This is an optimization exercise on Yosys and OpenROAD, whose aim is small area, not a production implementation. In this exercise RTL edits were held to simulation tests only and were not proved equivalent to the original. Power figures rest on the tool's default switching activity, not on a simulated workload.

== lane 1 ==
==> flow/design.v <==
module top_master(
    input sys_clk,
    input sys_rst,
    input btn_up,
    input btn_dwn,
    input btn_start,
    input pizza,
    input potato,
    input [5:0] load_minutes,
    input [5:0] load_seconds,
    input temp_SDA_in,
    output [7:0] AN,
    output [6:0] display,
    output DP,
    output [15:0] LED,
    output start,
    output idle,
    output temp_SDA_out,
    output temp_SDA_oe,
    output temp_SCL,
    output buzzer
);
    reg [7:0] lc;
    reg [1:0] m3;            
    reg [2:0] m5b, m5a;      
    reg [2:0] m7;            
    reg [9:0] m601;          
    wire m5b4 = m5b[2] & ~m5b[1];
    wire m601_end = m601[0] & m601[2] & m601[3] & ~m601[4] & m601[6] & m601[9];
    always @(posedge sys_clk) begin
        if (sys_rst) begin
            lc <= 8'd0; m3 <= 2'd0; m5b <= 3'd0; m5a <= 3'd0; m7 <= 3'b110; m601 <= 10'b0010110000;
        end else begin
            lc <= lc + 8'd1;
            m3 <= {m3[0], ~(m3[1] | m3[0])};
            m5b <= {m5b[1:0], ~(m5b[2] | m5b[1])};
            if (m5b4) m5a <= {m5a[1:0], ~(m5a[2] | m5a[1])};
            m7 <= {m7[1:0], ~(m7[2] ^ m7[1])};
            m601 <= m601_end ? 10'b0010110000 : {m601[8:0], ~(m601[9] ^ m601[6])};
        end
    end
    wire m3is2   = m3[1];
    wire t_1hz   = ~lc[0] & m601_end;               
    wire t_400   = ~lc[0] & m3is2 & (m7[1] & m7[0]);            
    wire e_x4    = lc[0] & m3is2 & m5b4;            
    wire e_29    = e_x4 & ~lc[1];                            
    wire e_59    = e_x4 & lc[1];                             
    wire e_05    = lc[0] & ~lc[1] & m3is2 & (~m5b[2] & ~m5b[0]);   
    wire t_2hz   = e_29 & (m5a[2] & ~m5a[1]);                     
    wire up_p, dn_p, st_p;
    mw_button bu(.clk(sys_clk), .rst(sys_rst), .noisy(btn_up),    .p_edge(up_p));
    mw_button bd(.clk(sys_clk), .rst(sys_rst), .noisy(btn_dwn),   .p_edge(dn_p));
    mw_button bs(.clk(sys_clk), .rst(sys_rst), .noisy(btn_start), .p_edge(st_p));
    reg s;
    reg timerEnd;
    reg [1:0] mode;    
    always @(posedge sys_clk) begin
        if (sys_rst | timerEnd) s <= 1'b0;
        else if (st_p) s <= ~s;
    end
    assign start = s;
    assign idle = ~s;
    always @(posedge sys_clk) begin
        if (sys_rst) mode <= 2'b10;
        else if (~s) begin
            if (up_p) mode <= (mode == 2'b10) ? 2'b11 : (mode == 2'b11) ? 2'b01 : 2'b10;
            else if (dn_p) mode <= (mode == 2'b10) ? 2'b01 : (mode == 2'b01) ? 2'b11 : 2'b10;
        end
    end
    reg [5:0] minutes, seconds;
    reg running;
    wire [5:0] m1 = running ? minutes : (load_minutes + (pizza ? 6'd2 : potato ? 6'd5 : 6'd0));
    wire [5:0] s1 = running ? seconds : load_seconds;
    always @(posedge sys_clk) begin
        if (sys_rst) begin
            minutes <= 6'd0; seconds <= 6'd0; timerEnd <= 1'b0; running <= 1'b0;
        end else if (t_1hz) begin
            timerEnd <= 1'b0;
            minutes <= m1;
            seconds <= s1;
            if (s) begin
                if (m1 == 6'd0 && s1 == 6'd0) begin
                    running <= 1'b0;
                    timerEnd <= 1'b1;
                end else if (s1 == 6'd0) begin
                    seconds <= 6'd59;
                    minutes <= m1 - 6'd1;
                    running <= 1'b1;
                end else begin
                    seconds <= s1 - 6'd1;
                    running <= 1'b1;
                end
            end
        end
    end
    reg [3:0] bp;
    always @(posedge sys_clk) begin
        if (sys_rst) bp <= 4'd2;
        else if (t_2hz) begin
            if (~timerEnd) bp <= 4'd2;
            else if (bp != 4'd15) bp <= bp + 4'd1;
        end
    end
    assign buzzer = ~bp[1] & ~bp[0];
    reg oq;
    reg [3:0] pos;
    reg ud;
    wire oc = (mode == 2'b01) ? lc[7] : (mode == 2'b10) ? lc[6] : lc[5];
    always @(posedge sys_clk) oq <= oc;
    wire len = oc & ~oq;
    always @(posedge sys_clk) begin
        if (sys_rst) begin
            pos <= 4'd0; ud <= 1'b0;
        end else if (len) begin
            if (ud) begin
                if (pos != 4'd0) pos <= pos - 4'd1;
                else begin ud <= 1'b0; pos <= 4'd1; end
            end else begin
                if (pos != 4'd15) pos <= pos + 4'd1;
                else begin ud <= 1'b1; pos <= 4'd14; end
            end
        end
    end
    assign LED = s ? (16'd1 << pos) : {13'd0, mode == 2'b11, mode[1], 1'b1};
    reg scl;
    reg [6:0] hi;
    reg ack;
    reg [3:0] aq, ar;      
    reg [3:0] tq, tr;      
    always @(posedge sys_clk) begin
        if (sys_rst) begin
            scl <= 1'b1; hi <= 7'd0;
        end else if (e_59) begin
            scl <= ~scl;
            if (~scl) hi <= (hi == 7'd127) ? 7'd100 : hi + 7'd1;
        end
    end
    assign temp_SCL = scl;
    assign temp_SDA_oe = (hi < 7'd108) | (hi == 7'd108 & scl) | (hi == 7'd117 & ~scl) |
                         (hi == 7'd118 & scl) | (hi == 7'd126 & ~scl) | (hi == 7'd127);
    always @(posedge sys_clk) begin
        if (sys_rst) ack <= 1'b1;
        else if (e_29) begin
            if (~scl) ack <= ~(hi == 7'd101 | hi == 7'd102 | hi == 7'd104);
            else if (hi == 7'd100) ack <= 1'b0;
        end
    end
    assign temp_SDA_out = ack;
    wire samp = e_59 & scl & ((hi >= 7'd111 && hi <= 7'd117) || hi == 7'd119);
    wire [3:0] rin = (hi == 7'd111) ? 4'd0 : ar;
    wire [4:0] sv = {rin, temp_SDA_in};
    wire sc = (sv >= 5'd10);
    wire [4:0] sr = sc ? sv - 5'd10 : sv;
    always @(posedge sys_clk)
        if (samp) begin
            ar <= sr[3:0];
            aq <= {aq[2:0], sc};
        end
    always @(posedge sys_clk) begin
        if (sys_rst) begin
            tq <= 4'd0; tr <= 4'd0;
        end else if (e_05 & ~scl & hi == 7'd126) begin
            tq <= aq; tr <= ar;
        end
    end
    reg [2:0] sel;
    always @(posedge sys_clk)
        if (sys_rst) sel <= 3'd0;
        else if (t_400) sel <= sel + 3'd1;
    wire [5:0] tv = sel[1] ? minutes : seconds;
    wire [2:0] tv1 = tv / 6'd10;
    wire [3:0] tv0 = tv % 6'd10;
    wire [3:0] dig = sel[2] ? (sel[0] ? tr : tq) : (sel[0] ? {1'b0, tv1} : tv0);
    reg [6:0] segd;
    always @(*)
        case (dig)
            4'd0: segd = 7'b1000000;
            4'd1: segd = 7'b1111001;
            4'd2: segd = 7'b0100100;
            4'd3: segd = 7'b0110000;
            4'd4: segd = 7'b0011001;
            4'd5: segd = 7'b0010010;
            4'd6: segd = 7'b0000010;
            4'd7: segd = 7'b1111000;
            4'd8: segd = 7'b0000000;
            4'd9: segd = 7'b0010000;
            default: segd = 7'b1111111;
        endcase
    reg [6:0] seg;
    always @(*)
        case (sel)
            3'd4: seg = 7'b0011100;
            3'd7: seg = (mode == 2'b01) ? 7'b1000111 : (mode == 2'b10) ? 7'b0101011 : 7'b0001001;
            default: seg = segd;
        endcase
    assign display = seg;
    assign AN = ~(8'd1 << sel);
    assign DP = 1'b1;
endmodule
module mw_button(
    input clk,
    input rst,
    input noisy,
    output p_edge
    );
    reg lvl;
    reg [4:0] q;       
    reg prev;
    wire x = noisy ^ lvl;
    wire done = q[0] & ~q[1] & q[2];
    always @(posedge clk) begin
        if (rst) begin
            lvl <= 1'b0; q <= 5'b11010;
        end else begin
            q <= (x & ~done) ? {q[3:0], ~(q[4] ^ q[2])} : 5'b11010;
            if (x & done) lvl <= ~lvl;
        end
    end
    always @(posedge clk) prev <= lvl;
    assign p_edge = lvl & ~prev;
endmodule
make LEC_CHECK=0 CAP_MARGIN=20 CORE_MARGIN=2 CORE_UTILIZATION=40 SLEW_MARGIN=20 finish   # period 10.0 ns
run.sh (not shown) runs the stock make flow with config.mk's settings and CLKGATE_MAP_FILE= SYNTH_SCRIPT=/design/flow/synth_recipe.tcl, a recipe that flattens the netlist after the stock synthesis.
Having completed the whole flow, lane 1 delivered a layout that passed the timing, design-rule and antenna checks.
The following lists how lane 2 was set up differently from lane 1:
diff --git a/flow/design.v b/flow/design.v
--- a/flow/design.v
+++ b/flow/design.v
@@ -21,32 +21,30 @@
     output buzzer
 );
     reg [7:0] lc;
-    reg [1:0] m3;            
-    reg [2:0] m5b, m5a;      
-    reg [2:0] m7;            
-    reg [9:0] m601;          
-    wire m5b4 = m5b[2] & ~m5b[1];
-    wire m601_end = m601[0] & m601[2] & m601[3] & ~m601[4] & m601[6] & m601[9];
-    always @(posedge sys_clk) begin
-        if (sys_rst) begin
-            lc <= 8'd0; m3 <= 2'd0; m5b <= 3'd0; m5a <= 3'd0; m7 <= 3'b110; m601 <= 10'b0010110000;
+    reg [1:0] m3;
+    reg [2:0] m5b, m5a;
+    reg [2:0] m7;
+    reg [9:0] m601;
+    always @(posedge sys_clk) begin
+        if (sys_rst) begin
+            lc <= 8'd0; m3 <= 2'd0; m5b <= 3'd0; m5a <= 3'd0; m7 <= 3'd0; m601 <= 10'd0;
         end else begin
             lc <= lc + 8'd1;
-            m3 <= {m3[0], ~(m3[1] | m3[0])};
-            m5b <= {m5b[1:0], ~(m5b[2] | m5b[1])};
-            if (m5b4) m5a <= {m5a[1:0], ~(m5a[2] | m5a[1])};
-            m7 <= {m7[1:0], ~(m7[2] ^ m7[1])};
-            m601 <= m601_end ? 10'b0010110000 : {m601[8:0], ~(m601[9] ^ m601[6])};
-        end
-    end
-    wire m3is2   = m3[1];
-    wire t_1hz   = ~lc[0] & m601_end;               
-    wire t_400   = ~lc[0] & m3is2 & (m7[1] & m7[0]);            
-    wire e_x4    = lc[0] & m3is2 & m5b4;            
+            m3 <= (m3 == 2'd2) ? 2'd0 : m3 + 2'd1;
+            m5b <= (m5b == 3'd4) ? 3'd0 : m5b + 3'd1;
+            if (m5b == 3'd4) m5a <= (m5a == 3'd4) ? 3'd0 : m5a + 3'd1;
+            m7 <= (m7 == 3'd6) ? 3'd0 : m7 + 3'd1;
+            m601 <= (m601 == 10'd600) ? 10'd0 : m601 + 10'd1;
+        end
+    end
+    wire m3is2   = (m3 == 2'd2);
+    wire t_1hz   = ~lc[0] & (m601 == 10'd600);               
+    wire t_400   = ~lc[0] & m3is2 & (m7 == 3'd6);            
+    wire e_x4    = lc[0] & m3is2 & (m5b == 3'd4);            
     wire e_29    = e_x4 & ~lc[1];                            
     wire e_59    = e_x4 & lc[1];                             
-    wire e_05    = lc[0] & ~lc[1] & m3is2 & (~m5b[2] & ~m5b[0]);   
-    wire t_2hz   = e_29 & (m5a[2] & ~m5a[1]);                     
+    wire e_05    = lc[0] & ~lc[1] & m3is2 & (m5b == 3'd0);   
+    wire t_2hz   = e_29 & (m5a == 3'd4);                     
     wire up_p, dn_p, st_p;
     mw_button bu(.clk(sys_clk), .rst(sys_rst), .noisy(btn_up),    .p_edge(up_p));
     mw_button bd(.clk(sys_clk), .rst(sys_rst), .noisy(btn_dwn),   .p_edge(dn_p));
@@ -204,15 +202,15 @@
     output p_edge
     );
     reg lvl;
-    reg [4:0] q;       
+    reg [4:0] q;
     reg prev;
     wire x = noisy ^ lvl;
-    wire done = q[0] & ~q[1] & q[2];
+    wire done = q[4] & q[2];    
     always @(posedge clk) begin
         if (rst) begin
-            lvl <= 1'b0; q <= 5'b11010;
+            lvl <= 1'b0; q <= 5'd0;
         end else begin
-            q <= (x & ~done) ? {q[3:0], ~(q[4] ^ q[2])} : 5'b11010;
+            q <= (x & ~done) ? q + 5'd1 : 5'd0;
             if (x & done) lvl <= ~lvl;
         end
     end
Findings:
Row share of the clock period used by the worst path: lane 2 higher / lane 1 lower
From lane 1 to lane 2 the numbers moved as follows: share of the synthesized netlist area taken by xor and xnor gates flat, power density over cell area shows a reduction of about 9%, pin count of the biggest net entering global routing shows a reduction of about 18%, via count went up about 16%.
Number of placed cells counting well taps was higher in the run labelled lane 2.
Comparing lane 1 and lane 2, total die area is higher on lane 2.
Re power drawn by the combinational cells: lane 1 and lane 2 aren't equal, and the lower value belongs to lane 2.

## afterwards: timing with drivers on the ports
The flow's constraints put no driver on any port. The routed layouts listed below were extracted and timed again, unchanged, in two steps. Step 1 assumes that a clkbuf_16 drives the clock port and a buf_2 every other input. Step 2 moves the port delays by t, midway between the first and last clock arrival at a register: inputs arrive t later, outputs are due t later. That takes back most of the time a late clock gives input paths. Three values: no drivers, after step 1, after step 2; two values: the first two.
| run | t (ns) | slack for setup (ns) | latest minus earliest clock arrival (ns) |
|---|---|---|---|
| lane 1 | 0.380 | 3.772 / 3.734 / 4.114 | 0.014 / 0.014 |
| lane 2 | 0.388 | 3.492 / 3.451 / 3.839 | 0.013 / 0.012 |
After both steps setup and hold are still met in every run listed.
